What follows belongs to an exercise in optimizing a design on an open flow for small area and a short achievable clock period; a production flow would make more cautious choices. Function was not checked in any run shown here: the RTL went through the layout flow alone. The clock port is modelled as an ideal driver, which makes a skipped or thinned clock tree look cheaper than it is; a real chip needs a root buffer or a tree. Power and IR drop assume default switching activity.

==> flow/design.v (outline; a module is shown in full before it is edited, if it fits) <==
// module mac5: 922 lines
// module mac5_fa: 4 lines
// module mac5_xn: 3 lines
// module mac5_or: 3 lines
module mac5 #(parameter WIDTH=32)
   (input logic [(WIDTH/2)-1:0] a,
    input logic [(WIDTH/2)-1:0] b,
    input logic               clk, reset,
    output logic [WIDTH-1:0]  out);
  // ...
==> flow/flow/run.sh <==
#!/bin/bash
# Standard layout (bash standard.sh) with: port buffers of a plain buffer cell;
# sizing not held to the cells' footprints; larger drive strengths for a few
# registers and the output buffers before CTS (size.tcl); a clock tree without
# dummy loads; and the root clock buffer removed after CTS (clock_root.tcl),
# so that the clock port drives the two buffers below it. Each tool's output
# goes to its own log here and under orfs/logs.
set -e
ARGS=(MATCH_CELL_FOOTPRINT=0
  BUFFER_PORTS_ARGS="-buffer_cell sky130_fd_sc_hd__buf_1"
  PRE_CTS_TCL=$PWD/flow/size.tcl
  CTS_ARGS="-sink_clustering_enable -repair_clock_nets -dont_use_dummy_load -sink_clustering_size 30 -sink_clustering_max_diameter 60")
bash standard.sh "${ARGS[@]}" cts > standard_cts.log 2>&1
CTS_DB=$PWD/orfs/results/sky130hd/mac5/base/4_cts.odb openroad -no_init -exit flow/clock_root.tcl > clock_root.log 2>&1
bash standard.sh "${ARGS[@]}" finish > standard.log 2>&1
==> flow/flow/clock_root.tcl <==
set db_file $::env(CTS_DB)
read_db $db_file
set block [ord::get_db_block]
set clk_net [$block findNet clk]
set roots {}
foreach it [$clk_net getITerms] { lappend roots [$it getInst] }
foreach root $roots {
  set rout [[$root findITerm X] getNet]
  set sinks {}
  foreach it [$rout getITerms] { if {[$it getInst] ne $root} { lappend sinks $it } }
  puts "removing root [$root getName] ([llength $sinks] sinks)"
  foreach it $sinks { $it disconnect; $it connect $clk_net }
  [$root findITerm A] disconnect
  [$root findITerm X] disconnect
  odb::dbInst_destroy $root
  odb::dbNet_destroy $rout
}
set n 0
foreach it [$clk_net getITerms] { incr n }
puts "clock port now drives $n cell pins"
write_db $db_file
==> flow/flow/size.tcl <==
# Sourced at the start of ORFS's CTS step (before clock_tree_synthesis, whose
# detailed placement then legalizes): sets the drive strength of the registers
# on the critical paths - the operand and Booth-digit registers, which each
# drive 17 gates, and the output registers - and of the output port buffers.
foreach inst [get_cells *] {
  set n [get_full_name $inst]
  set ref [get_property $inst ref_name]
  if {[regexp {^(ra|bone|btwo|bneg)\[} $n] && [string match sky130_fd_sc_hd__dfxtp_* $ref]} {
    replace_cell $inst sky130_fd_sc_hd__dfxtp_4
  } elseif {[regexp {^out\[} $n] && [string match sky130_fd_sc_hd__dfxtp_* $ref]} {
    replace_cell $inst sky130_fd_sc_hd__dfxtp_2
  } elseif {[string match output* $n] && [string match sky130_fd_sc_hd__buf_* $ref]} {
    replace_cell $inst sky130_fd_sc_hd__buf_2
  }
}
==> flow/standard.sh <==
#!/bin/bash
# synth_recipe.tcl (not shown) runs the flow's synth.tcl, then flattens the netlist and writes it again
# the make line also repeats each setting of config.mk as NAME=value (left out here)
make -C /OpenROAD-flow-scripts/flow DESIGN_CONFIG=/design/flow/config.mk WORK_HOME=/design/flow/orfs CLKGATE_MAP_FILE= SYNTH_SCRIPT=/design/flow/synth_recipe.tcl "${@:-finish}"
==> flow/config.mk <==
export PLATFORM = sky130hd
export DESIGN_NAME = mac5
export DESIGN_NICKNAME = mac5
export VERILOG_FILES = /design/flow/design.v
export SDC_FILE = /design/flow/constraint.sdc
export NUM_CORES = 4
export LEC_CHECK = 0
export ABC_CLOCK_PERIOD_IN_PS = 1000
export CAP_MARGIN = 20
export CORE_MARGIN = 2
export CORE_UTILIZATION = 40
export SETUP_SLACK_MARGIN = 4.5
export SLEW_MARGIN = 20
export SYNTH_HIERARCHICAL = 1
export SYNTH_MINIMUM_KEEP_SIZE = 0
==> flow/constraint.sdc <==
create_clock -name core_clock -period 7.0 [get_ports {clk}]
set_input_delay 1.4000 -clock core_clock [delete_from_list [all_inputs] [get_ports {clk}]]
set_output_delay 1.4000 -clock core_clock [all_outputs]
set_load 0.01 [all_outputs]
==> results.json, run 1 <==
{
  "buffer_area_share_pct": 2.31,
  "multi_input_cells": 656,
  "area_growth_pct": 9.96,
  "pwr-share-seq_pct": 42.2,
  "critPathMostFrequentCell": "fa_1",
  "outcome": "no timing/DRC/antenna violations",
  "nNonClkInverters": 27,
  "tap_cells": 390,
  "firstDrtPassIters": 6,
  "grt_usage_pct": 17.5,
  "dpl.cell_count": 1377,
  "syn-mean-instance-area_um2": 11.9,
  "cts_resized": 2,
  "switching_share_pct": 36.7,
  "yosysTopAreaCell": "dfxtp_1",
  "p_total_w": 0.00594,
  "layout_common_cells": "dfxtp_1, xnor2_1, fa_1, a22oi_1, nand2_1",
  "p_comb_w": 0.00250,
  "multi_input_area_um2": 6750,
  "insertion_delay_ns": 0.39,
  "initial_utilization_pct": 40.4,
  "synthMuxAreaShare_pct": 0,
  "maxCapViolCount": 0,
  "postCtsSetupBuffers": 0,
  "p_clk_w": 0.000928,
  "grt_pass1_vias": 7646,
  "yosys.area_share.simple_pct": 5.01,
  "layout_commonest_cell": "dfxtp_1",
  "power_switching_w": 0.00218,
  "holdWs_ns": 0.326,
  "nets": 1221,
  "routed_wl_mm": 26.2,
  "rows": 63,
  "cp.arrival_ns": 2.59
}
==> inputs of run 2 (changes only) <==
--- a/flow/design.v
+++ b/flow/design.v
@@ -652,140 +652,138 @@
    wire s523, c524;
    mac5_fa u_s523 (.a(q2_29_0), .b(q2_29_1), .c(q2_29_2), .s(s523), .co(c524));
    wire [31:0] sx = {q2_31_0, q2_30_0, s523, s521, s519, s517, s515, s513, s511, s509, s507, s505, s503, s501, s499, s497, s495, s493, s491, s489, s487, s485, s483, s481, s479, s477, s475, s473, s471, s469, q2_1_0, q2_0_0};
    wire [31:0] sy = {q2_31_1, c524, c522, c520, c518, c516, c514, c512, c510, c508, c506, c504, c502, c500, c498, c496, c494, c492, c490, c488, c486, c484, c482, c480, c478, c476, c474, c472, c470, q2_2_2, 1'b1, 1'b1};
    wire [31:0] sp = sx ^ sy, sg = sx & sy;
    wire lG1 = sg[0] | (sp[0] & 1'b1);
    wire lG2 = sg[2] | (sp[2] & sg[1]);
    wire lP2 = sp[2] & sp[1];
-   wire lG3 = sg[1] | (sp[1] & lG1);
-   wire lG4 = lG2 | (lP2 & lG1);
-   wire lG5 = sg[3] | (sp[3] & lG4);
+   wire lG3 = sg[4] | (sp[4] & sg[3]);
+   wire lP3 = sp[4] & sp[3];
+   wire lG4 = sg[6] | (sp[6] & sg[5]);
+   wire lP4 = sp[6] & sp[5];
+   wire lG5 = sg[1] | (sp[1] & lG1);
+   wire lG6 = lG2 | (lP2 & lG1);
+   wire lG7 = sg[5] | (sp[5] & lG3);
+   wire lP7 = sp[5] & lP3;
+   wire lG8 = lG4 | (lP4 & lG3);
+   wire lP8 = lP4 & lP3;
+   wire lG9 = sg[3] | (sp[3] & lG6);
+   wire lG10 = lG3 | (lP3 & lG6);
+   wire lG11 = lG7 | (lP7 & lG6);
+   wire lG12 = lG8 | (lP8 & lG6);
+   wire lG13 = sg[7] | (sp[7] & lG12);
    logic q3_lo0;
    logic q3_lo1;
    logic q3_lo2;
    logic q3_lo3;
+   logic q3_lo4;
+   logic q3_lo5;
+   logic q3_lo6;
+   logic q3_lo7;
    logic q3_ck;
-   logic [31:4] q3_p, q3_g;
-   wire hG1 = q3_g[4] | (q3_p[4] & q3_ck);
-   wire hG2 = q3_g[6] | (q3_p[6] & q3_g[5]);
-   wire hP2 = q3_p[6] & q3_p[5];
-   wire hG3 = q3_g[8] | (q3_p[8] & q3_g[7]);
-   wire hP3 = q3_p[8] & q3_p[7];
-   wire hG4 = q3_g[10] | (q3_p[10] & q3_g[9]);
-   wire hP4 = q3_p[10] & q3_p[9];
-   wire hG5 = q3_g[12] | (q3_p[12] & q3_g[11]);
-   wire hP5 = q3_p[12] & q3_p[11];
-   wire hG6 = q3_g[14] | (q3_p[14] & q3_g[13]);
-   wire hP6 = q3_p[14] & q3_p[13];
-   wire hG7 = q3_g[16] | (q3_p[16] & q3_g[15]);
-   wire hP7 = q3_p[16] & q3_p[15];
-   wire hG8 = q3_g[18] | (q3_p[18] & q3_g[17]);
-   wire hP8 = q3_p[18] & q3_p[17];
-   wire hG9 = q3_g[20] | (q3_p[20] & q3_g[19]);
-   wire hP9 = q3_p[20] & q3_p[19];
-   wire hG10 = q3_g[22] | (q3_p[22] & q3_g[21]);
-   wire hP10 = q3_p[22] & q3_p[21];
-   wire hG11 = q3_g[24] | (q3_p[24] & q3_g[23]);
-   wire hP11 = q3_p[24] & q3_p[23];
-   wire hG12 = q3_g[26] | (q3_p[26] & q3_g[25]);
-   wire hP12 = q3_p[26] & q3_p[25];
-   wire hG13 = q3_g[28] | (q3_p[28] & q3_g[27]);
-   wire hP13 = q3_p[28] & q3_p[27];
-   wire hG14 = q3_g[30] | (q3_p[30] & q3_g[29]);
-   wire hP14 = q3_p[30] & q3_p[29];
-   wire hG15 = q3_g[5] | (q3_p[5] & hG1);
-   wire hG16 = hG2 | (hP2 & hG1);
-   wire hG17 = q3_g[9] | (q3_p[9] & hG3);
-   wire hP17 = q3_p[9] & hP3;
-   wire hG18 = hG4 | (hP4 & hG3);
-   wire hP18 = hP4 & hP3;
-   wire hG19 = q3_g[13] | (q3_p[13] & hG5);
-   wire hP19 = q3_p[13] & hP5;
-   wire hG20 = hG6 | (hP6 & hG5);
-   wire hP20 = hP6 & hP5;
-   wire hG21 = q3_g[17] | (q3_p[17] & hG7);
-   wire hP21 = q3_p[17] & hP7;
-   wire hG22 = hG8 | (hP8 & hG7);
-   wire hP22 = hP8 & hP7;
-   wire hG23 = q3_g[21] | (q3_p[21] & hG9);
-   wire hP23 = q3_p[21] & hP9;
-   wire hG24 = hG10 | (hP10 & hG9);
-   wire hP24 = hP10 & hP9;
-   wire hG25 = q3_g[25] | (q3_p[25] & hG11);
-   wire hP25 = q3_p[25] & hP11;
-   wire hG26 = hG12 | (hP12 & hG11);
-   wire hP26 = hP12 & hP11;
-   wire hG27 = q3_g[29] | (q3_p[29] & hG13);
-   wire hP27 = q3_p[29] & hP13;
-   wire hG28 = hG14 | (hP14 & hG13);
-   wire hP28 = hP14 & hP13;
-   wire hG29 = q3_g[7] | (q3_p[7] & hG16);
-   wire hG30 = hG3 | (hP3 & hG16);
-   wire hG31 = hG17 | (hP17 & hG16);
-   wire hG32 = hG18 | (hP18 & hG16);
-   wire hG33 = q3_g[15] | (q3_p[15] & hG20);
-   wire hP33 = q3_p[15] & hP20;
-   wire hG34 = hG7 | (hP7 & hG20);
-   wire hP34 = hP7 & hP20;
-   wire hG35 = hG21 | (hP21 & hG20);
-   wire hP35 = hP21 & hP20;
-   wire hG36 = hG22 | (hP22 & hG20);
-   wire hP36 = hP22 & hP20;
-   wire hG37 = q3_g[23] | (q3_p[23] & hG24);
-   wire hP37 = q3_p[23] & hP24;
-   wire hG38 = hG11 | (hP11 & hG24);
-   wire hP38 = hP11 & hP24;
-   wire hG39 = hG25 | (hP25 & hG24);
-   wire hP39 = hP25 & hP24;
-   wire hG40 = hG26 | (hP26 & hG24);
-   wire hP40 = hP26 & hP24;
-   wire hG41 = q3_g[31] | (q3_p[31] & hG28);
-   wire hP41 = q3_p[31] & hP28;
-   wire hG42 = q3_g[11] | (q3_p[11] & hG32);
-   wire hG43 = hG5 | (hP5 & hG32);
-   wire hG44 = hG19 | (hP19 & hG32);
-   wire hG45 = hG20 | (hP20 & hG32);
-   wire hG46 = hG33 | (hP33 & hG32);
-   wire hG47 = hG34 | (hP34 & hG32);
-   wire hG48 = hG35 | (hP35 & hG32);
-   wire hG49 = hG36 | (hP36 & hG32);
-   wire hG50 = q3_g[27] | (q3_p[27] & hG40);
-   wire hP50 = q3_p[27] & hP40;
-   wire hG51 = hG13 | (hP13 & hG40);
-   wire hP51 = hP13 & hP40;
-   wire hG52 = hG27 | (hP27 & hG40);
-   wire hP52 = hP27 & hP40;
-   wire hG53 = hG28 | (hP28 & hG40);
-   wire hP53 = hP28 & hP40;
-   wire hG54 = hG41 | (hP41 & hG40);
-   wire hP54 = hP41 & hP40;
-   wire hG55 = q3_g[19] | (q3_p[19] & hG49);
-   wire hG56 = hG9 | (hP9 & hG49);
-   wire hG57 = hG23 | (hP23 & hG49);
-   wire hG58 = hG24 | (hP24 & hG49);
-   wire hG59 = hG37 | (hP37 & hG49);
-   wire hG60 = hG38 | (hP38 & hG49);
-   wire hG61 = hG39 | (hP39 & hG49);
-   wire hG62 = hG40 | (hP40 & hG49);
-   wire hG63 = hG50 | (hP50 & hG49);
-   wire hG64 = hG51 | (hP51 & hG49);
-   wire hG65 = hG52 | (hP52 & hG49);
-   wire hG66 = hG53 | (hP53 & hG49);
-   wire hG67 = hG54 | (hP54 & hG49);
-   wire [31:0] nsum = {~(q3_p[31] ^ hG66), ~(q3_p[30] ^ hG65), ~(q3_p[29] ^ hG64), ~(q3_p[28] ^ hG63), ~(q3_p[27] ^ hG62), ~(q3_p[26] ^ hG61), ~(q3_p[25] ^ hG60), ~(q3_p[24] ^ hG59), ~(q3_p[23] ^ hG58), ~(q3_p[22] ^ hG57), ~(q3_p[21] ^ hG56), ~(q3_p[20] ^ hG55), ~(q3_p[19] ^ hG49), ~(q3_p[18] ^ hG48), ~(q3_p[17] ^ hG47), ~(q3_p[16] ^ hG46), ~(q3_p[15] ^ hG45), ~(q3_p[14] ^ hG44), ~(q3_p[13] ^ hG43), ~(q3_p[12] ^ hG42), ~(q3_p[11] ^ hG32), ~(q3_p[10] ^ hG31), ~(q3_p[9] ^ hG30), ~(q3_p[8] ^ hG29), ~(q3_p[7] ^ hG16), ~(q3_p[6] ^ hG15), ~(q3_p[5] ^ hG1), ~(q3_p[4] ^ q3_ck), q3_lo3, q3_lo2, q3_lo1, q3_lo0};
+   logic [31:8] q3_p, q3_g;
+   wire hG1 = q3_g[8] | (q3_p[8] & q3_ck);
+   wire hG2 = q3_g[10] | (q3_p[10] & q3_g[9]);
+   wire hP2 = q3_p[10] & q3_p[9];
+   wire hG3 = q3_g[12] | (q3_p[12] & q3_g[11]);
+   wire hP3 = q3_p[12] & q3_p[11];
+   wire hG4 = q3_g[14] | (q3_p[14] & q3_g[13]);
+   wire hP4 = q3_p[14] & q3_p[13];
+   wire hG5 = q3_g[16] | (q3_p[16] & q3_g[15]);
+   wire hP5 = q3_p[16] & q3_p[15];
+   wire hG6 = q3_g[18] | (q3_p[18] & q3_g[17]);
+   wire hP6 = q3_p[18] & q3_p[17];
+   wire hG7 = q3_g[20] | (q3_p[20] & q3_g[19]);
+   wire hP7 = q3_p[20] & q3_p[19];
+   wire hG8 = q3_g[22] | (q3_p[22] & q3_g[21]);
+   wire hP8 = q3_p[22] & q3_p[21];
+   wire hG9 = q3_g[24] | (q3_p[24] & q3_g[23]);
+   wire hP9 = q3_p[24] & q3_p[23];
+   wire hG10 = q3_g[26] | (q3_p[26] & q3_g[25]);
+   wire hP10 = q3_p[26] & q3_p[25];
+   wire hG11 = q3_g[28] | (q3_p[28] & q3_g[27]);
+   wire hP11 = q3_p[28] & q3_p[27];
+   wire hG12 = q3_g[30] | (q3_p[30] & q3_g[29]);
+   wire hP12 = q3_p[30] & q3_p[29];
+   wire hG13 = q3_g[9] | (q3_p[9] & hG1);
+   wire hG14 = hG2 | (hP2 & hG1);
+   wire hG15 = q3_g[13] | (q3_p[13] & hG3);
+   wire hP15 = q3_p[13] & hP3;
+   wire hG16 = hG4 | (hP4 & hG3);
+   wire hP16 = hP4 & hP3;
+   wire hG17 = q3_g[17] | (q3_p[17] & hG5);
+   wire hP17 = q3_p[17] & hP5;
+   wire hG18 = hG6 | (hP6 & hG5);
+   wire hP18 = hP6 & hP5;
+   wire hG19 = q3_g[21] | (q3_p[21] & hG7);
+   wire hP19 = q3_p[21] & hP7;
+   wire hG20 = hG8 | (hP8 & hG7);
+   wire hP20 = hP8 & hP7;
+   wire hG21 = q3_g[25] | (q3_p[25] & hG9);
+   wire hP21 = q3_p[25] & hP9;
+   wire hG22 = hG10 | (hP10 & hG9);
+   wire hP22 = hP10 & hP9;
+   wire hG23 = q3_g[29] | (q3_p[29] & hG11);
+   wire hP23 = q3_p[29] & hP11;
+   wire hG24 = hG12 | (hP12 & hG11);
+   wire hP24 = hP12 & hP11;
+   wire hG25 = q3_g[11] | (q3_p[11] & hG14);
+   wire hG26 = hG3 | (hP3 & hG14);
+   wire hG27 = hG15 | (hP15 & hG14);
+   wire hG28 = hG16 | (hP16 & hG14);
+   wire hG29 = q3_g[19] | (q3_p[19] & hG18);
+   wire hP29 = q3_p[19] & hP18;
+   wire hG30 = hG7 | (hP7 & hG18);
+   wire hP30 = hP7 & hP18;
+   wire hG31 = hG19 | (hP19 & hG18);
+   wire hP31 = hP19 & hP18;
+   wire hG32 = hG20 | (hP20 & hG18);
+   wire hP32 = hP20 & hP18;
+   wire hG33 = q3_g[27] | (q3_p[27] & hG22);
+   wire hP33 = q3_p[27] & hP22;
+   wire hG34 = hG11 | (hP11 & hG22);
+   wire hP34 = hP11 & hP22;
+   wire hG35 = hG23 | (hP23 & hG22);
+   wire hP35 = hP23 & hP22;
+   wire hG36 = hG24 | (hP24 & hG22);
+   wire hP36 = hP24 & hP22;
+   wire hG37 = q3_g[15] | (q3_p[15] & hG28);
+   wire hG38 = hG5 | (hP5 & hG28);
+   wire hG39 = hG17 | (hP17 & hG28);
+   wire hG40 = hG18 | (hP18 & hG28);
+   wire hG41 = hG29 | (hP29 & hG28);
+   wire hG42 = hG30 | (hP30 & hG28);
+   wire hG43 = hG31 | (hP31 & hG28);
+   wire hG44 = hG32 | (hP32 & hG28);
+   wire hG45 = q3_g[31] | (q3_p[31] & hG36);
+   wire hP45 = q3_p[31] & hP36;
+   wire hG46 = q3_g[23] | (q3_p[23] & hG44);
+   wire hG47 = hG9 | (hP9 & hG44);
+   wire hG48 = hG21 | (hP21 & hG44);
+   wire hG49 = hG22 | (hP22 & hG44);
+   wire hG50 = hG33 | (hP33 & hG44);
+   wire hG51 = hG34 | (hP34 & hG44);
+   wire hG52 = hG35 | (hP35 & hG44);
+   wire hG53 = hG36 | (hP36 & hG44);
+   wire hG54 = hG45 | (hP45 & hG44);
+   wire [31:0] nsum = {~(q3_p[31] ^ hG53), ~(q3_p[30] ^ hG52), ~(q3_p[29] ^ hG51), ~(q3_p[28] ^ hG50), ~(q3_p[27] ^ hG49), ~(q3_p[26] ^ hG48), ~(q3_p[25] ^ hG47), ~(q3_p[24] ^ hG46), ~(q3_p[23] ^ hG44), ~(q3_p[22] ^ hG43), ~(q3_p[21] ^ hG42), ~(q3_p[20] ^ hG41), ~(q3_p[19] ^ hG40), ~(q3_p[18] ^ hG39), ~(q3_p[17] ^ hG38), ~(q3_p[16] ^ hG37), ~(q3_p[15] ^ hG28), ~(q3_p[14] ^ hG27), ~(q3_p[13] ^ hG26), ~(q3_p[12] ^ hG25), ~(q3_p[11] ^ hG14), ~(q3_p[10] ^ hG13), ~(q3_p[9] ^ hG1), ~(q3_p[8] ^ q3_ck), q3_lo7, q3_lo6, q3_lo5, q3_lo4, q3_lo3, q3_lo2, q3_lo1, q3_lo0};
    always @(posedge clk) begin
       q3_lo0 <= ~(sp[0] ^ 1'b1);
       q3_lo1 <= ~(sp[1] ^ lG1);
-      q3_lo2 <= ~(sp[2] ^ lG3);
-      q3_lo3 <= ~(sp[3] ^ lG4);
-      q3_ck <= lG5;
-      q3_p <= sp[31:4];
-      q3_g <= sg[31:4];
+      q3_lo2 <= ~(sp[2] ^ lG5);
+      q3_lo3 <= ~(sp[3] ^ lG6);
+      q3_lo4 <= ~(sp[4] ^ lG9);
+      q3_lo5 <= ~(sp[5] ^ lG10);
+      q3_lo6 <= ~(sp[6] ^ lG11);
+      q3_lo7 <= ~(sp[7] ^ lG12);
+      q3_ck <= lG13;
+      q3_p <= sp[31:8];
+      q3_g <= sg[31:8];
    end
    always @(posedge clk or negedge reset)
      if (!reset) f <= 1'b0;
      else f <= 1'b1;
    always @(posedge clk) begin
       ra <= a;
       bneg[0] <= bx[2];
       bone[0] <= bx[1] ^ bx[0];
==> run 2 against run 1 <==
Net effect:
- critical path depth unchanged
- area after synthesis down 0.11%
- via count down 0.15%
- still clean on timing, DRC and antenna
- utilization down 0.31 points
- clock power down 8.1%
- setup slack worse by 0.0084 ns
- final cell count up 0.29%
- highest routed layer unchanged
- first-iteration DRC count down 18%
- combinational power up 3%
- largest cell class unchanged
==> results.json, run 2 <==
{
  "die_w_um": 176,
  "power_switching_w": 0.00217,
  "rr_startpoint": "f$_DFF_PN0_",
  "die-area_um2": 31100,
  "synth.most_common_cell": "dfxtp_1",
  "critPathMaxFanout": 32,
  "dpl.cell_count": 1384,
  "synth_edf_count": 0,
  "ys.flop_type": "dfxtp_1",
  "ys_top_cells_by_count": "dfxtp_1, xnor2_1, fa_1",
  "p_comb_share_pct": 43.7,
  "synth_cell_types": 48,
  "drt-vias-per-instance": 5.11,
  "drt-initial-drc-count": 434,
  "critPathSlowestCell": "fa_1",
  "worstPathRequired_ns": 7.22,
  "syn-num-nets": 1218,
  "yosysTopAreaCell": "dfxtp_1",
  "grt_pass1_wl_mm": 42.1,
  "layout_commonest_cell": "dfxtp_1",
  "max_stage_delay_ns": 0.52,
  "num_io_pins": 66,
  "r2r_slack_ns": 4.60,
  "io_buffers": 65,
  "initial_utilization_pct": 40.3,
  "pwr_density_cell_nw_per_um2": 453,
  "regMostFlops": "out",
  "async_reset_ff_share_pct": 0.427,
  "fin_util_pct": 44.1,
  "syn-mean-instance-area_um2": 11.8,
  "synth.area.top_cells": "dfxtp_1, fa_1, xnor2_1",
  "setup_violations": 0,
  "critPathKind": "flop to flop",
  "skew_ns": 0.0493,
  "wl_per_cell_um": 18.4,
  "routed_wl_mm": 25.8,
  "core_area_um2": 29500,
  "dieHeight_um": 176,
  "hp-start": "q3_lo1$_DFF_P_",
  "switching_share_pct": 36.8,
  "ys_seq_elements": 234,
  "top_regs": "out (32), q3_p (24), q3_g (23)",
  "post-route-min-period_ns": 2.40,
  "worstMarginPinSlew_ns": 0.654,
  "cts.clk_slew.worst_paths_ns": 0.09,
  "antenna_found_initial": 0,
  "cts.sinks": 234,
  "yosys_warnings": 7,
  "vdd_drop_max_v": 0.000310,
  "critPathLaunch": "f$_DFF_PN0_",
  "area_growth_pct": 9.30,
  "layout_common_cells": "dfxtp_1, xnor2_1, fa_1, a22oi_1, nand2_1",
  "syn_inst": 1005,
  "insertion_delay_ns": 0.37,
  "grt_max_degree": 33,
  "finalCritPeriodShare_pct": 34.2,
  "finalHoldViolCount": 0,
  "place_ws_ns": 4.46,
  "outcome": "no timing/DRC/antenna violations",
  "postCtsSetupBuffers": 0,
  "synth.yosys.seq_area_share_pct": 39.5,
  "timing.slew.headroom_pct": 56.3,
  "critPathMostFrequentCell": "fa_1",
  "synth_top_area_share_pct": 39.3,
  "vias": 7157,
  "setup_tns_ns": 0,
  "n_antenna_cell": 0,
  "final_layout_size_suffix_gt1_share_pct": 13.7,
  "cp.arrival_ns": 2.62,
  "gp_congestion": 0.816,
  "hpwl_mm": 18.8,
  "power.internal_w": 0.00372,
  "critPathLaunchType": "flop",
  "maxCapViolCount": 0,
  "pwr-share-seq_pct": 41.8,
  "crit_path_end": "q2_22_0$_DFF_P_",
  "drv_slew": 0,
  "worstReg2RegEnd": "q2_22_0$_DFF_P_",
  "power_frac_clock_pct": 14.5,
  "firstDrtPassIters": 5,
  "rows": 63,
  "grt_pass1_vias": 7576,
  "cts_resized": 0,
  "layout.filler_cells": 2818,
  "critPathCaptureType": "flop",
  "netlist_area_um2": 11900,
  "p_total_w": 0.00589,
  "rr_worst_depth": 5,
  "drc": 0,
  "cp_cell_sequence": "buf_4 -> nand2_1 -> fa_1 -> fa_1 -> fa_1",
  "postRouteAntennaNets": 0,
  "final_cells": 1401,
  "p_leak_nw": 4.91,
  "nets": 1226,
  "setup_slack_ns": 4.60,
  "rsz0062_at_grt": "no",
  "overflow": 0,
  "hp-class": "flop to flop",
  "grt_usage_pct": 17.2,
  "fmax_mhz": 417,
  "largest_reg_flops": 32,
  "postCtsHoldBufs": 0
}
run 2: cell types whose count changed after synthesis, moves of 3 or more:
cell	before	now
a311oi_1	0	3
nand2b_1	11	14
xor2_1	22	18
nor3_1	0	3
nor2_1	9	14
inv_1	19	23
dfxtp_1	237	233
a21oi_1	16	12
nand2_1	73	69
nand4_1	3	0
o21ai_0	14	10
run 2: logic make-up after synthesis:
group / Yosys count / synth area share [%]
flip-flops: 234 / 39.5
other: 1 / 0.0316
buffers and inverters: 108 / 3.42
AND/OR/NAND/NOR: 140 / 5.72
XOR/XNOR: 175 / 12.9
AO/OA/AOI/OAI: 166 / 10.2
adder cells (fa/ha/maj): 179 / 28.1
multiplexers: 2 / 0.179
run 2: worst min path at each step:
stage,to,slack [ns],cells after the start
CTS,out[1]$_DFF_P_,0.31,0
global route,out[1]$_DFF_P_,0.31,0
floorplan,out[0]$_DFF_P_,0.31,0
global placement,out[2]$_DFF_P_,0.31,0
finish,out[1]$_DFF_P_,0.31,0
detailed placement,out[5]$_DFF_P_,0.31,0
run 2: Yosys stat by module, one instance, submodules excluded:
module	copies in the design	flops+latches	cells inside
mac5_or	14	0	1
mac5	1	234	833
mac5_fa	144	0	1
mac5_xn	14	0	1
run 2: per-layer routing:
layer  global-route usage (%)  vias to the layer above  part of all wire [%]  routed length [um]
met2                     27.7                      247                    47               12000
met4                     3.34                        0                   1.3                 347
met3                     2.69                       30                   6.3                1640
met1                     24.7                     3576                    46               11800
li1                         -                     3304                     -                   -
met5                        0                        -                     0                   0
run 2: metrics by stage:
| stage | hold slack (ns) | cell area, um^2 |
|---|---|---|
| after global placement | 0.311 | 12300 |
| after detailed placement | 0.314 | 12300 |
| after CTS | 0.310 | 13000 |
| after floorplan | 0.310 | 11900 |
| after global routing | 0.310 | 13000 |
| final | 0.307 | 13000 |
run 2: critical path: cells and delay by family (launching register included):
kind,cells,cell delay [ns]
buffers and inverters,1,0.36
DFF,1,0.33
and+or+nand+nor,1,0.19
adders and majority gates,3,1.36
run 2: final cells by class:
type,count,area (um^2),share of cell area [%]
clock buffers,17,425,3.28
inverters,31,116,0.896
well taps,390,488,3.76
flip-flops and latches,234,4880,37.6
multi-input cells,663,6790,52.3
repair buffers,66,292,2.24
run 2: power by group through the flow:
stage	clock network [W]	logic, W	registers, W
4_1_cts	0.000923	0.00266	0.00247
3_5_place_dp	0	0.00261	0.00248
5_1_grt	0.000938	0.00312	0.00254
3_3_place_gp	0	0.00248	0.00248
6_report	0.000853	0.00257	0.00246
2_1_floorplan	0	0.00190	0.00234
==> inputs of run 3 (changes only) <==
==> flow/flow/run.sh (replaced) <==
#!/bin/bash
# Standard layout (bash standard.sh) with: port buffers of a plain buffer cell;
# sizing not held to the cells' footprints; a fanout limit of 9 for the
# placement repair step (fanout.tcl); a clock tree without dummy loads; and
# the root clock buffer removed after CTS (clock_root.tcl), so that the clock
# port drives the two buffers below it. Each tool's output goes to its own log
# here and under orfs/logs.
set -e
ARGS=(MATCH_CELL_FOOTPRINT=0
  BUFFER_PORTS_ARGS="-buffer_cell sky130_fd_sc_hd__buf_1"
  PRE_RESIZE_TCL=$PWD/flow/fanout.tcl
  CTS_ARGS="-sink_clustering_enable -repair_clock_nets -dont_use_dummy_load -sink_clustering_size 30 -sink_clustering_max_diameter 60")
bash standard.sh "${ARGS[@]}" cts > standard_cts.log 2>&1
CTS_DB=$PWD/orfs/results/sky130hd/mac5/base/4_cts.odb openroad -no_init -exit flow/clock_root.tcl > clock_root.log 2>&1
bash standard.sh "${ARGS[@]}" finish > standard.log 2>&1
==> flow/flow/fanout.tcl (new file) <==
set_max_fanout 9 [current_design]
--- a/flow/config.mk
+++ b/flow/config.mk
@@ -9,7 +9,7 @@
 export CAP_MARGIN = 20
 export CORE_MARGIN = 2
 export CORE_UTILIZATION = 40
-export SETUP_SLACK_MARGIN = 4.5
+export SETUP_SLACK_MARGIN = 4.6
 export SLEW_MARGIN = 20
 export SYNTH_HIERARCHICAL = 1
 export SYNTH_MINIMUM_KEEP_SIZE = 0
removed: flow/flow/size.tcl
==> run 3 against run 2 <==
Net effect:
- largest cell class unchanged
- highest routed layer unchanged
- clock power increased by 7.4%
- wire length up 11%
- fmax is 0.82% higher
- still clean on timing, DRC and antenna
- via count is 6.9% higher
- utilization up 2.7 points
==> results.json, run 3 <==
{
  "outcome": "no timing/DRC/antenna violations",
  "setup_tns_ns": 0,
  "yosys_warnings": 7,
  "die_w_um": 176,
  "critPathMaxFanout": 9,
  "critPathKind": "flop to flop",
  "grt_max_degree": 26,
  "n_antenna_cell": 0,
  "layout_commonest_cell": "dfxtp_1",
  "dieHeight_um": 176,
  "grt_pass1_vias": 8232,
  "largest_reg_flops": 32,
  "cp_top_family": "adder cells",
  "async_reset_ff_share_pct": 0.427,
  "core_area_um2": 29500,
  "cts.clk_slew.worst_paths_ns": 0.09,
  "hp-class": "flop to flop",
  "postRouteAntennaNets": 0,
  "drc": 0,
  "worst-path-buf-inv": 2,
  "hpwl_mm": 22.5,
  "pwr_density_cell_nw_per_um2": 441,
  "cp_cell_sequence": "clkbuf_2 -> buf_2 -> a22oi_1 -> xnor2_1 -> fa_1 -> fa_1",
  "postCtsHoldBufs": 0,
  "synth.most_common_cell": "dfxtp_1",
  "final_layout_size_suffix_gt1_share_pct": 15.0,
  "synth_edf_count": 0,
  "rr_startpoint": "ra[9]$_DFF_P_",
  "critPathLaunch": "ra[9]$_DFF_P_",
  "maxCapViolCount": 0,
  "critPathCaptureType": "flop",
  "grt_usage_pct": 18.8,
  "layout_common_cells": "dfxtp_1, xnor2_1, fa_1, a22oi_1, nand2_1",
  "synth.yosys.seq_area_share_pct": 39.5,
  "overflow": 0,
  "synth_top_area_share_pct": 39.3,
  "syn_inst": 1005,
  "post-route-min-period_ns": 2.38,
  "cp.arrival_ns": 2.57,
  "finalCritPeriodShare_pct": 33.9,
  "grt_pass1_wl_mm": 45.5,
  "critPathSlowestCell": "fa_1",
  "vdd_drop_max_v": 0.000227,
  "max_stage_delay_ns": 0.47,
  "fin_util_pct": 46.7,
  "hp-start": "q3_lo1$_DFF_P_",
  "rows": 63,
  "io_buffers": 65,
  "finalHoldViolCount": 0,
  "insertion_delay_ns": 0.39,
  "ys_seq_elements": 234,
  "cts.sinks": 234,
  "netlist_area_um2": 11900,
  "critPathLaunchType": "flop",
  "skew_ns": 0.0758,
  "wl_per_cell_um": 19.1,
  "initial_utilization_pct": 40.3,
  "ys.flop_type": "dfxtp_1",
  "syn-num-nets": 1218,
  "routed_wl_mm": 28.6,
  "synth_cell_types": 48,
  "top_regs": "out (32), q3_p (24), q3_g (23)",
  "fmax_mhz": 421,
  "worstPathRequired_ns": 7.19,
  "area_growth_pct": 15.9,
  "drv_slew": 0,
  "firstDrtPassIters": 5,
  "vias": 7654,
  "synth.area.top_cells": "dfxtp_1, fa_1, xnor2_1",
  "layout.filler_cells": 2751,
  "ys_top_cells_by_count": "dfxtp_1, xnor2_1, fa_1",
  "drt-vias-per-instance": 5.10,
  "die-area_um2": 31100,
  "num_io_pins": 66,
  "antenna_found_initial": 0,
  "p_leak_nw": 5.73,
  "nets": 1325,
  "regMostFlops": "out",
  "syn-mean-instance-area_um2": 11.8,
  "critPathMostFrequentCell": "fa_1",
  "rsz0062_at_grt": "yes",
  "drt-initial-drc-count": 513,
  "gp_congestion": 0.816,
  "setup_violations": 0,
  "yosysTopAreaCell": "dfxtp_1"
}
[run 3: cell count changes in the layout (fill, tap and decap cells not counted), moves of 7 or more]
| cell | before | now |
|---|---|---|
| clkbuf_2 | 0 | 46 |
| dfxtp_4 | 40 | 0 |
| dfxtp_1 | 161 | 199 |
| dlymetal6s2s_1 | 0 | 36 |
| buf_2 | 32 | 13 |
| clkbuf_4 | 0 | 17 |
| buf_4 | 1 | 11 |
| buf_6 | 0 | 7 |
[run 3: cell type report]
type | count | area, um^2 | share of cell area [%]
clock buffer | 19 | 475 | 3.45
inverter | 31 | 116 | 0.845
multi-input combinational | 663 | 6810 | 49.4
sequential | 234 | 4730 | 34.4
tap | 390 | 488 | 3.54
timing repair buffer | 163 | 1160 | 8.41
[run 3: per-layer routing]
| layer | vias to the layer above | share of wire, % | track usage, % |
|---|---|---|---|
| li1 | 3504 | - | - |
| met5 | - | 0 | 0 |
| met1 | 3737 | 43 | 25.6 |
| met4 | 0 | 3.6 | 6.65 |
| met2 | 342 | 46 | 30.8 |
| met3 | 71 | 7.4 | 2.80 |
[run 3: cells by family after synthesis]
kind of cell	Yosys count	share of synthesized area [%]
AOI/OAI and AO/OA	166	10.2
buffers and inverters	108	3.42
xor gates and xnor gates	175	12.9
other	1	0.0316
adders and majority gates	179	28.1
muxes	2	0.179
and+or+nand+nor	140	5.72
DFF	234	39.5
[run 3: worst register-to-register path: cells and delay by family, from the launching register on]
| kind | cells | cell delay, ns |
|---|---|---|
| XOR/XNOR | 1 | 0.21 |
| flip-flops | 1 | 0.32 |
| buffers and inverters | 2 | 0.59 |
| adder cells (fa/ha/maj) | 2 | 0.92 |
| AO/OA/AOI/OAI | 1 | 0.15 |
[run 3: final timing paths]
kind	end	slack [ns]	cells after the start
max	q2_21_0$_DFF_P_	4.62	6
min	out[1]$_DFF_P_	0.27	0
max reg2reg	q2_21_0$_DFF_P_	4.62	6
min reg2reg	out[1]$_DFF_P_	0.27	0
max in group asynchronous	f$_DFF_PN0_	6.12	1
min in group asynchronous	f$_DFF_PN0_	0.78	1
[run 3: where the power goes]
part           internal, W  total [W]  switching (W)
logic              0.00135    0.00277        0.00142
registers          0.00203    0.00239       0.000368
clock network     0.000477   0.000916       0.000438
[run 3: modules after synthesis (local to each module, per instance)]
| module | flip-flops and latches | cells inside |
|---|---|---|
| mac5_or | 0 | 1 |
| mac5_xn | 0 | 1 |
| mac5_fa | 0 | 1 |
| mac5 | 234 | 833 |
[run 3: metrics by stage]
| step | area [um^2] | worst slack (ns) | total power [W] | instances | hold slack [ns] |
|---|---|---|---|---|---|
| 2_1_floorplan | 11900 | 4.69 | 0.00424 | 1005 | 0.310 |
| 3_3_place_gp | 12300 | 4.54 | 0.00496 | 1384 | 0.311 |
| 3_5_place_dp | 13200 | 3.27 | 0.00517 | 1474 | 0.314 |
| 4_1_cts | 13800 | 4.57 | 0.00622 | 1501 | 0.273 |
| 5_1_grt | 13800 | 4.56 | 0.00677 | 1500 | 0.278 |
| 6_report | 13800 | 4.62 | 0.00608 | 1500 | 0.273 |
[run 3: timing repair]
action,CTS,global route
gates resized for setup,241,50
buffers inserted,7,0
setup endpoints to repair,137,36
hold endpoints to repair,0,0
pin swaps,1,2
==> inputs of run 4 (changes only) <==
==> flow/flow/run.sh (replaced) <==
#!/bin/bash
# Standard layout (bash standard.sh) with: port buffers of a plain buffer cell,
# sizing not held to the cells' footprints, a clock tree without dummy loads,
# and the root clock buffer removed after CTS, so that the clock port drives the two buffers below it (clock_root.tcl).
# Each tool's output goes to its own log here and under orfs/logs.
set -e
ARGS=(MATCH_CELL_FOOTPRINT=0
  BUFFER_PORTS_ARGS="-buffer_cell sky130_fd_sc_hd__buf_1"
  CTS_ARGS="-sink_clustering_enable -repair_clock_nets -dont_use_dummy_load -sink_clustering_size 30 -sink_clustering_max_diameter 60")
bash standard.sh "${ARGS[@]}" cts > standard_cts.log 2>&1
CTS_DB=$PWD/orfs/results/sky130hd/mac5/base/4_cts.odb openroad -no_init -exit flow/clock_root.tcl > flatten_clock.log 2>&1
bash standard.sh "${ARGS[@]}" finish > standard.log 2>&1
--- a/flow/config.mk
+++ b/flow/config.mk
@@ -9,7 +9,7 @@
 export CAP_MARGIN = 20
 export CORE_MARGIN = 2
 export CORE_UTILIZATION = 40
-export SETUP_SLACK_MARGIN = 4.6
+export SETUP_SLACK_MARGIN = 4.5
 export SLEW_MARGIN = 20
 export SYNTH_HIERARCHICAL = 1
 export SYNTH_MINIMUM_KEEP_SIZE = 0
removed: flow/flow/fanout.tcl
==> run 4 against run 3 <==
Net effect:
- still clean on timing, DRC and antenna
- via count shrank 7.1%
- register-to-register slack worse by 0.05 ns
- global-route usage down 1.7 points
- synthesized cell count is the same
- area after synthesis is the same
- critical endpoint is now q2_12_0$_DFF_P_
- largest cell class unchanged
==> results.json, run 4 <==
{
  "setup_violations": 0,
  "timing.slew.headroom_pct": 44.6,
  "rows": 63,
  "layout_commonest_cell": "dfxtp_1",
  "syn-mean-instance-area_um2": 11.8,
  "syn-num-nets": 1218,
  "ys_top_cells_by_count": "dfxtp_1, xnor2_1, fa_1",
  "cts.clk_slew.worst_paths_ns": 0.09,
  "layout.filler_cells": 2831,
  "firstDrtPassIters": 5,
  "p_comb_share_pct": 43.6,
  "drt-vias-per-instance": 5.08,
  "critPathMaxFanout": 17,
  "max_stage_delay_ns": 0.86,
  "rsz0062_at_grt": "no",
  "drc": 0,
  "wl_per_cell_um": 18.4,
  "vias": 7111,
  "drt-initial-drc-count": 421,
  "area_growth_pct": 7.50,
  "hpwl_mm": 18.8,
  "antenna_found_initial": 0,
  "regMostFlops": "out",
  "routed_wl_mm": 25.8,
  "skew_ns": 0.0514,
  "core_area_um2": 29500,
  "synth_cell_types": 48,
  "grt_usage_pct": 17.1,
  "maxCapViolCount": 0,
  "vdd_drop_max_v": 0.000301,
  "outcome": "no timing/DRC/antenna violations",
  "yosys_warnings": 7,
  "overflow": 0,
  "place_ws_ns": 4.46,
  "worstPathRequired_ns": 7.23,
  "ys.flop_type": "dfxtp_1",
  "postCtsHoldBufs": 0,
  "p_leak_nw": 4.80,
  "nets": 1226,
  "n_antenna_cell": 0,
  "num_io_pins": 66,
  "setup_tns_ns": 0,
  "die_w_um": 176,
  "initial_utilization_pct": 40.3,
  "synth_top_area_share_pct": 39.3,
  "grt_max_degree": 33,
  "grt.met1_usage_pct": 24.8,
  "final_layout_size_suffix_gt1_share_pct": 4.75,
  "critPathSlowestCell": "dfxtp_1",
  "cp.arrival_ns": 2.66,
  "switching_share_pct": 37.1,
  "critPathLaunchType": "flop",
  "critPathCaptureType": "flop",
  "power_switching_w": 0.00217,
  "synth.yosys.seq_area_share_pct": 39.5,
  "io_buffers": 65,
  "pwr-share-seq_pct": 41.8,
  "grt_pass1_vias": 7549,
  "postRouteAntennaNets": 0,
  "setup_slack_ns": 4.57,
  "drv_slew": 0,
  "fmax_mhz": 412,
  "cp_top_family": "adder cells",
  "cts_resized": 2,
  "critPathLaunch": "ra[2]$_DFF_P_",
  "hp-class": "flop to flop",
  "critPathKind": "flop to flop",
  "synth.most_common_cell": "dfxtp_1",
  "pwr_density_cell_nw_per_um2": 458,
  "hp-start": "q3_lo1$_DFF_P_",
  "ys_seq_elements": 234,
  "async_reset_ff_share_pct": 0.427,
  "power.internal_w": 0.00368,
  "yosysTopAreaCell": "dfxtp_1",
  "cp_cell_sequence": "a22oi_1 -> xnor2_1 -> fa_1 -> fa_1",
  "worstMarginPinSlew_ns": 0.829,
  "grt_pass1_wl_mm": 42.0,
  "finalHoldViolCount": 0,
  "postCtsSetupBuffers": 0,
  "top_regs": "out (32), q3_p (24), q3_g (23)",
  "use_met2_pct": 27.7,
  "finalCritPeriodShare_pct": 34.7,
  "synth_edf_count": 0,
  "synth.area.top_cells": "dfxtp_1, fa_1, xnor2_1",
  "cts.sinks": 234,
  "netlist_area_um2": 11900,
  "dieHeight_um": 176,
  "grt.busiest_layer": "met2",
  "power_frac_clock_pct": 14.6,
  "post-route-min-period_ns": 2.43,
  "grtUsageMet3_pct": 2.37,
  "largest_reg_flops": 32,
  "insertion_delay_ns": 0.38,
  "gp_congestion": 0.816,
  "rr_startpoint": "ra[2]$_DFF_P_",
  "die-area_um2": 31100,
  "syn_inst": 1005,
  "worst-path-buf-inv": 0,
  "layout_common_cells": "dfxtp_1, xnor2_1, fa_1, a22oi_1, nand2_1",
  "critPathMostFrequentCell": "fa_1"
}
run 4: cell count changes in the layout (fill, tap and decap cells not counted), sizes merged:
cell,delta
dlymetal6s2s,-36
clkbuf,-65
buf,+2
run 4: worst paths after layout:
check	end	slack (ns)	cells after the start
max in group asynchronous	f$_DFF_PN0_	6.12	1
min reg2reg	out[1]$_DFF_P_	0.31	0
max	q2_12_0$_DFF_P_	4.57	4
min	out[1]$_DFF_P_	0.31	0
min in group asynchronous	f$_DFF_PN0_	0.79	1
max reg2reg	q2_12_0$_DFF_P_	4.57	4
run 4: metal layers:
metal	vias up	wire length, um
met2	204	11900
met1	3583	12100
met3	24	1440
li1	3300	-
met5	-	0
met4	0	290
run 4: modules after synthesis (local to each module, per instance):
module,area (um^2),cells,flip-flops and latches,times used
mac5,8790,833,234,1
mac5_fa,20.0,1,0,144
mac5_or,6.26,1,0,14
mac5_xn,8.76,1,0,14
run 4: cells by family after synthesis:
kind of cell | after synthesis | synth area share [%]
xor+xnor | 175 | 12.9
fa+ha+maj | 179 | 28.1
other cells | 1 | 0.0316
simple gates | 140 | 5.72
compound gates | 166 | 10.2
flops | 234 | 39.5
mux | 2 | 0.179
buf+inv | 108 | 3.42
run 4: power by group through the flow:
stage | Combinational, W | Clock, W | Sequential, W
6_report | 0.00255 | 0.000852 | 0.00245
5_1_grt | 0.00309 | 0.000938 | 0.00252
4_1_cts | 0.00263 | 0.000923 | 0.00246
3_5_place_dp | 0.00261 | 0 | 0.00248
3_3_place_gp | 0.00248 | 0 | 0.00248
2_1_floorplan | 0.00190 | 0 | 0.00234
run 4: final cells by class:
class / count / area, um^2 / area share (%)
repair buffers: 66 / 251 / 1.97
flip-flops and latches: 234 / 4710 / 36.8
multi-input cells: 663 / 6790 / 53.1
clock buffers: 17 / 425 / 3.33
inverters: 31 / 116 / 0.911
well taps: 390 / 488 / 3.82
run 4: stage by stage:
step                total power [W]  cells  util [%]  instance area, um^2  hold slack (ns)
floorplan                   0.00424   1005         -                11900            0.310
global placement            0.00496   1384      41.8                12300            0.311
detailed placement          0.00509   1384      41.8                12300            0.314
CTS                         0.00601   1402      43.4                12800            0.314
global route                0.00655   1401      43.3                12800            0.318
finish                      0.00585   1401      43.3                12800            0.311
==> inputs of run 5 (changes only) <==
--- a/flow/config.mk
+++ b/flow/config.mk
@@ -9,7 +9,7 @@
 export CAP_MARGIN = 20
 export CORE_MARGIN = 2
 export CORE_UTILIZATION = 40
-export SETUP_SLACK_MARGIN = 4.5
+export SETUP_SLACK_MARGIN = 4.7
 export SLEW_MARGIN = 20
 export SYNTH_HIERARCHICAL = 1
 export SYNTH_MINIMUM_KEEP_SIZE = 0
==> run 5 against run 4 <==
Net effect:
- still clean
- combinational power is 11% higher
- final cell count grew 2.2%
- design area rose by 5.2%
- wire length grew 1.9%
- worst hold slack better by 0.015 ns
- critical path depth shrank 3
- clock power rose by 19%
- sequential power about the same
- sequential cell count did not move
- sequential share of layout area decreased by 1.3 points
- utilization is 2.2 points higher
- critical path type is now flop to output port
==> results.json, run 5 <==
{
  "final_area_um2": 13400,
  "fmax_mhz": 447,
  "pwr_density_cell_nw_per_um2": 468,
  "critPathLaunchType": "flop",
  "yosys.area_share.simple_pct": 5.72,
  "antenna_found_initial": 0,
  "num_io_pins": 66,
  "gp_congestion": 0.836,
  "worstMarginPinSlew_ns": 0.662,
  "power.internal_w": 0.00404,
  "drt-vias-per-instance": 5.08,
  "ys_seq_elements": 234,
  "max_stage_delay_ns": 0.35,
  "synth.most_common_cell": "dfxtp_1",
  "worst-path-buf-inv": 1,
  "critPathKind": "flop to output port",
  "synth.area.top_cells": "dfxtp_1, fa_1, xnor2_1",
  "synth_cell_types": 48,
  "synthMuxAreaShare_pct": 0.179,
  "synth_xor_area_share_pct": 12.9,
  "syn-num-nets": 1218,
  "netlist_area_um2": 11900,
  "vdd_drop_max_v": 0.000259,
  "synth_fa_ha_area_share_pct": 28.1,
  "cts.clk_slew.worst_paths_ns": 0.08,
  "hp-class": "flop to flop",
  "syn-mean-instance-area_um2": 11.8,
  "worstPathRequired_ns": 5.60,
  "drc": 0,
  "yosysTopAreaCell": "dfxtp_1",
  "setup_tns_ns": 0,
  "die_w_um": 176,
  "ys_top_cells_by_count": "dfxtp_1, xnor2_1, fa_1",
  "die-area_um2": 31100,
  "critPathSlowestCell": "dfxtp_2",
  "initial_utilization_pct": 40.3,
  "regMostFlops": "out",
  "syn_inst": 1005,
  "cp_cell_sequence": "buf_6",
  "layout_common_cells": "dfxtp_1, xnor2_1, fa_1, a22oi_1, nand2_1",
  "p_comb_share_pct": 44.9,
  "fin_util_pct": 45.6,
  "synth_top_family_by_area": "adder cells",
  "routed_wl_mm": 26.2,
  "finalHoldViolCount": 0,
  "grt_max_degree": 33,
  "critPathMaxFanout": 2,
  "maxCapViolCount": 0,
  "insertion_delay_ns": 0.39,
  "grt_usage_pct": 17.6,
  "synth-compound-area-share_pct": 10.2,
  "postCtsHoldBufs": 0,
  "vias": 7278,
  "synth_top_area_share_pct": 39.3,
  "async_reset_ff_share_pct": 0.427,
  "n_antenna_cell": 0,
  "layout_commonest_cell": "dfxtp_1",
  "overflow": 0,
  "skew_ns": 0.0502,
  "cts.sinks": 234,
  "final_layout_size_suffix_gt1_share_pct": 15.9,
  "core_area_um2": 29500,
  "post-route-min-period_ns": 2.24,
  "drt-initial-drc-count": 649,
  "top_regs": "out (32), q3_p (24), q3_g (23)",
  "ys.flop_type": "dfxtp_1",
  "yosys_warnings": 7,
  "grt_pass1_wl_mm": 42.5,
  "power_frac_clock_pct": 16.0,
  "power_switching_w": 0.00225,
  "postRouteAntennaNets": 0,
  "dieHeight_um": 176,
  "hpwl_mm": 19.1,
  "largest_reg_flops": 32,
  "grt_pass1_vias": 7716,
  "final_cells": 1432,
  "firstDrtPassIters": 5,
  "drv_slew": 0,
  "cp_top_family": "flip-flops",
  "wl_per_cell_um": 18.3,
  "place_area_um2": 12300,
  "synth.yosys.seq_area_share_pct": 39.5,
  "rows": 63,
  "area_growth_pct": 13.1,
  "p_leak_nw": 5.15,
  "critPathCaptureType": "output port",
  "switching_share_pct": 35.8,
  "layout.filler_cells": 2759,
  "setup_violations": 0,
  "io_buffers": 65,
  "timing.slew.headroom_pct": 55.8,
  "cp.arrival_ns": 0.84,
  "pwr-share-seq_pct": 39.1,
  "nets": 1257,
  "rsz0062_at_grt": "no",
  "dpl.cell_count": 1384,
  "synth_edf_count": 0,
  "finalCritPeriodShare_pct": 32.0,
  "outcome": "no timing/DRC/antenna violations"
}
-- run 5: cell counts after synthesis --
Identical to the previous run, type by type.
-- run 5: repair_timing --
action,in CTS,in global routing
setup endpoints to repair,69,46
pin swaps,0,0
buffers inserted,26,0
resized for setup,148,28
-- run 5: path summary, 6_finish.rpt --
| path | start | endpoint | slack, ns | cells past startpoint |
|---|---|---|---|---|
| hold / removal | q3_lo5$_DFF_P_ | out[5]$_DFF_P_ | 0.33 | 0 |
| setup / recovery | out[19]$_DFF_P_ | out[19] | 4.76 | 1 |
| hold reg to reg | q3_lo5$_DFF_P_ | out[5]$_DFF_P_ | 0.33 | 0 |
| setup reg to reg | f$_DFF_PN0_ | q2_22_0$_DFF_P_ | 4.79 | 5 |
| max in group asynchronous | reset | f$_DFF_PN0_ | 6.15 | 1 |
| min in group asynchronous | reset | f$_DFF_PN0_ | 0.76 | 1 |
-- run 5: logic make-up (layout without fill, tap and decap cells) --
family | after synthesis | count (layout)
AOI/OAI and AO/OA | 166 | 166
DFF | 234 | 234
and+or+nand+nor | 140 | 140
other | 1 | 1
buffers and inverters | 108 | 145
adders and majority gates | 179 | 179
xor gates and xnor gates | 175 | 175
muxes | 2 | 2
-- run 5: through the flow --
stage / total power [W] / setup slack (ns) / hold slack (ns)
floorplan: 0.00424 / 4.75 / 0.310
global placement: 0.00498 / 4.52 / 0.310
detailed placement: 0.00509 / 4.43 / 0.313
CTS: 0.00644 / 4.61 / 0.327
global route: 0.00699 / 4.70 / 0.332
finish: 0.00630 / 4.76 / 0.326
-- run 5: area by class of cell --
cell class | instances | area, um^2 | share of cell area (%)
multi-input cells | 663 | 6800 | 50.6
flip-flops and latches | 234 | 4780 | 35.5
repair buffers | 92 | 699 | 5.21
inverters | 31 | 119 | 0.885
well taps | 390 | 488 | 3.63
clock buffers | 22 | 551 | 4.10
-- run 5: power groups by stage --
| stage | Clock (W) | Sequential, W | Combinational (W) |
|---|---|---|---|
| floorplan | 0 | 0.00234 | 0.00190 |
| global placement | 0 | 0.00248 | 0.00251 |
| detailed placement | 0 | 0.00249 | 0.00261 |
| CTS | 0.00108 | 0.00247 | 0.00290 |
| global route | 0.00109 | 0.00254 | 0.00335 |
| finish | 0.00101 | 0.00246 | 0.00282 |
-- run 5: Yosys stat by module (local to each module, per instance) --
module / cell area, um^2 / times used / cells / flops+latches
mac5: 8790 / 1 / 833 / 234
mac5_fa: 20.0 / 144 / 1 / 0
mac5_xn: 8.76 / 14 / 1 / 0
mac5_or: 6.26 / 14 / 1 / 0
-- run 5: layer usage --
layer	vias to the layer above	part of all wire, %	global-route usage (%)
met5	-	0	0
met4	0	2.5	5.23
met3	44	4.9	2.30
met2	212	50	30.3
met1	3662	43	23.3
li1	3360	-	-
==> inputs of run 6 (changes only) <==
==> flow/flow/run.sh (replaced) <==
#!/bin/bash
# Standard layout (bash standard.sh) with: port buffers of a plain buffer cell,
# sizing not held to the cells' footprints, a clock tree without dummy loads,
# and the clock tree's middle level removed after CTS (flatten_clock.tcl).
# Each tool's output goes to its own log here and under orfs/logs.
set -e
ARGS=(MATCH_CELL_FOOTPRINT=0
  BUFFER_PORTS_ARGS="-buffer_cell sky130_fd_sc_hd__buf_1"
  CTS_ARGS="-sink_clustering_enable -repair_clock_nets -dont_use_dummy_load -sink_clustering_size 30 -sink_clustering_max_diameter 60")
bash standard.sh "${ARGS[@]}" cts > standard_cts.log 2>&1
CTS_DB=$PWD/orfs/results/sky130hd/mac5/base/4_cts.odb openroad -no_init -exit flow/flatten_clock.tcl > flatten_clock.log 2>&1
bash standard.sh "${ARGS[@]}" finish > standard.log 2>&1
==> flow/flow/flatten_clock.tcl (new file) <==
# Removes the middle level of the clock tree that CTS built (the buffers the
# root clock buffer drives), so the root drives the leaf buffers directly.
# Every register keeps the same number of buffers (two) on its clock path.
set db_file $::env(CTS_DB)
read_db $db_file
set block [ord::get_db_block]
set clk_net [$block findNet clk]
set roots {}
foreach it [$clk_net getITerms] { lappend roots [$it getInst] }
foreach root $roots {
  set rout [[$root findITerm X] getNet]
  set mids {}
  foreach it [$rout getITerms] {
    if {[$it isInputSignal] || [[$it getMTerm] getName] eq "A"} {
      set inst [$it getInst]
      if {$inst ne $root && [string match "*clkbuf*" [[$inst getMaster] getName]]} { lappend mids $inst }
    }
  }
  puts "root [$root getName] drives [llength $mids] buffers"
  foreach m $mids {
    set mout [[$m findITerm X] getNet]
    set sinks {}
    foreach it [$mout getITerms] { if {[$it getInst] ne $m} { lappend sinks $it } }
    puts "  removing [$m getName] ([llength $sinks] sinks)"
    foreach it $sinks { $it disconnect; $it connect $rout }
    [$m findITerm A] disconnect
    [$m findITerm X] disconnect
    odb::dbInst_destroy $m
    odb::dbNet_destroy $mout
  }
}
write_db $db_file
removed: flow/flow/clock_root.tcl
==> run 6 against run 5 <==
Net effect:
- fmax is 5.4% lower
- worst hold slack about the same
- sequential power barely moved
- utilization barely moved
- clock skew increased by 0.0027 ns
- design area about the same
- clock-buffer cell count down 1
- wire length increased by 0.30%
- die area is the same
- global-route usage up 0.78 points
- critical endpoint is now out[7]
- critical path depth unchanged
==> results.json, run 6 <==
{
  "outcome": "no timing/DRC/antenna violations",
  "max_stage_delay_ns": 0.33,
  "setup_tns_ns": 0,
  "grt_pass1_wl_mm": 42.5,
  "ys_seq_elements": 234,
  "place_ws_ns": 4.43,
  "syn-mean-instance-area_um2": 11.8,
  "drc": 0,
  "worst-path-buf-inv": 1,
  "finalCritPeriodShare_pct": 33.8,
  "cts.sinks": 234,
  "yosys_warnings": 7,
  "vdd_drop_max_v": 0.000258,
  "setup_slack_ns": 4.63,
  "netlist_area_um2": 11900,
  "finalHoldViolCount": 0,
  "routed_wl_mm": 26.3,
  "skew_ns": 0.0529,
  "die_w_um": 176,
  "syn-num-nets": 1218,
  "initial_utilization_pct": 40.3,
  "post-route-min-period_ns": 2.37,
  "yosysTopAreaCell": "dfxtp_1",
  "antenna_found_initial": 0,
  "synth_top_area_share_pct": 39.3,
  "hpwl_mm": 19.1,
  "drt-initial-drc-count": 635,
  "num_io_pins": 66,
  "die-area_um2": 31100,
  "critPathLaunchType": "flop",
  "cp_cell_sequence": "buf_6",
  "pwr_density_cell_nw_per_um2": 467,
  "cts.clk_slew.worst_paths_ns": 0.09,
  "async_reset_ff_share_pct": 0.427,
  "p_leak_nw": 5.16,
  "insertion_delay_ns": 0.52,
  "layout_common_cells": "dfxtp_1, xnor2_1, fa_1, a22oi_1, nand2_1",
  "largest_reg_flops": 32,
  "worstMarginPinSlew_ns": 0.649,
  "ys.flop_type": "dfxtp_1",
  "postRouteAntennaNets": 0,
  "area_growth_pct": 13.2,
  "critPathKind": "flop to output port",
  "layout.filler_cells": 2758,
  "firstDrtPassIters": 6,
  "synth_cell_types": 48,
  "postCtsHoldBufs": 0,
  "rsz0062_at_grt": "yes",
  "drt-vias-per-instance": 5.11,
  "setup_violations": 0,
  "critPathCaptureType": "output port",
  "nets": 1261,
  "fmax_mhz": 422,
  "critPathMaxFanout": 2,
  "hp-class": "flop to flop",
  "n_antenna_cell": 0,
  "cp_top_family": "flip-flops",
  "final_layout_size_suffix_gt1_share_pct": 16.3,
  "grt_max_degree": 33,
  "synth_edf_count": 0,
  "wl_per_cell_um": 18.3,
  "dieHeight_um": 176,
  "drv_slew": 0,
  "synth.yosys.seq_area_share_pct": 39.5,
  "top_regs": "out (32), q3_p (24), q3_g (23)",
  "grt_pass1_vias": 7682,
  "syn_inst": 1005,
  "multi_input_area_um2": 6800,
  "io_buffers": 65,
  "seq_area_um2": 4780,
  "critPathSlowestCell": "dfxtp_2",
  "gp_congestion": 0.836,
  "regMostFlops": "out",
  "synth.area.top_cells": "dfxtp_1, fa_1, xnor2_1",
  "worstPathRequired_ns": 5.60,
  "ys_top_cells_by_count": "dfxtp_1, xnor2_1, fa_1",
  "grt_usage_pct": 18.4,
  "vias": 7340,
  "core_area_um2": 29500,
  "holdWs_ns": 0.326,
  "maxCapViolCount": 0,
  "synth.most_common_cell": "dfxtp_1",
  "overflow": 0,
  "layout_commonest_cell": "dfxtp_1",
  "cp.arrival_ns": 0.97,
  "rows": 63,
  "timing.slew.headroom_pct": 56.7
}
## run 6: cells by family (layout without fill, tap and decap cells)
family,count (synthesis),count (layout),share of synthesized area [%]
AO/OA/AOI/OAI,166,166,10.2
flip-flops,234,234,39.5
XOR/XNOR,175,175,12.9
AND/OR/NAND/NOR,140,140,5.72
buffers and inverters,108,149,3.42
other,1,1,0.0316
adder cells (fa/ha/maj),179,179,28.1
multiplexers,2,2,0.179
## run 6: power breakdown
group	internal, W	switching (W)	leakage [nW]
Sequential	0.00203	0.000430	1.98
Clock	0.000516	0.000460	0.259
Combinational	0.00148	0.00137	2.92
## run 6: metrics by stage
stage	utilization (%)	total power (W)	instances	instance area (um^2)
floorplan	-	0.00424	1005	11900
global placement	41.8	0.00498	1384	12300
detailed placement	41.8	0.00509	1384	12300
CTS	45.5	0.00644	1433	13400
global route	45.6	0.00698	1436	13400
finish	45.6	0.00628	1436	13400
## run 6: Yosys stat by module (local to each module, per instance)
| module | flip-flops and latches | copies in the design | cells | area (um^2) |
|---|---|---|---|---|
| mac5_or | 0 | 14 | 1 | 6.26 |
| mac5_xn | 0 | 14 | 1 | 8.76 |
| mac5_fa | 0 | 144 | 1 | 20.0 |
| mac5 | 234 | 1 | 833 | 8790 |
## run 6: metal layers
layer  share of wire, %  vias to the layer above  global-route usage, %  wire length, um
li1                   -                     3369                      -                -
met1                 42                     3697                   23.3            11100
met2                 50                      230                   30.3            13000
met3                5.5                       44                   4.63             1450
met4                2.6                        0                   7.27              692
met5                  0                        -                      0                0
## run 6: cell type report
cell class	count	area share, %
repair buffers	97	5.48
well taps	390	3.63
clock buffers	21	3.91
multi-input cells	663	50.6
inverters	31	0.884
flip-flops and latches	234	35.5
## run 6: final timing paths
check                                    start               to  slack [ns]  depth (start not counted)
min in group asynchronous                reset      f$_DFF_PN0_        0.63                          1
max in group asynchronous                reset      f$_DFF_PN0_        6.27                          1
worst max-delay path            out[7]$_DFF_P_           out[7]        4.63                          1
worst min register to register  q3_lo5$_DFF_P_   out[5]$_DFF_P_        0.33                          0
worst max register to register     f$_DFF_PN0_  q2_22_0$_DFF_P_        4.78                          5
worst min-delay path            q3_lo5$_DFF_P_   out[5]$_DFF_P_        0.33                          0
## run 6: timing repair
item | 4_1_cts | 5_1_grt
buffers inserted | 26 | 5
endpoints found under the setup margin | 69 | 82
cloned | 0 | 0
pin swaps | 0 | 1
gates resized for setup | 148 | 28

## what the ideal ports hide
How much do the figures lean on ideal ports? The routed layouts below were timed once more, with nothing changed but the port constraints.
Step 1: set_driving_cell puts a clkbuf_16 on clk and a buf_2 on each other input, an assumption about the parent block.
Step 2 adds t to the input delays and takes it off the output delays; t is the mean of the earliest and latest rising clock arrival at the registers after step 1. Input paths then give back, and output paths get back, about the clock's delay inside the block.
a / b / c = no drivers / after step 1 / after step 2; a / b = the first two.
| run | shift t [ns] | setup slack, ns | hold slack, ns | worst setup path at the end |
|---|---|---|---|---|
| run 1 | 0.421 | 4.613 / 4.613 / 4.613 | 0.326 / 0.326 / 0.326 | register to register |
| run 2 | 0.412 | 4.605 / 4.605 / 4.605 | 0.307 / 0.307 / 0.307 | register to register |
| run 3 | 0.420 | 4.624 / 4.624 / 4.624 | 0.273 / 0.273 / 0.273 | register to register |
| run 4 | 0.417 | 4.574 / 4.574 / 4.574 | 0.311 / 0.311 / 0.311 | register to register |
| run 5 | 0.433 | 4.761 / 4.696 / 4.786 | 0.326 / 0.326 / 0.326 | register to register |
| run 6 | 0.544 | 4.632 / 4.584 / 4.777 | 0.326 / 0.326 / 0.326 | register to register |
After both steps setup and hold are still met in every run listed.
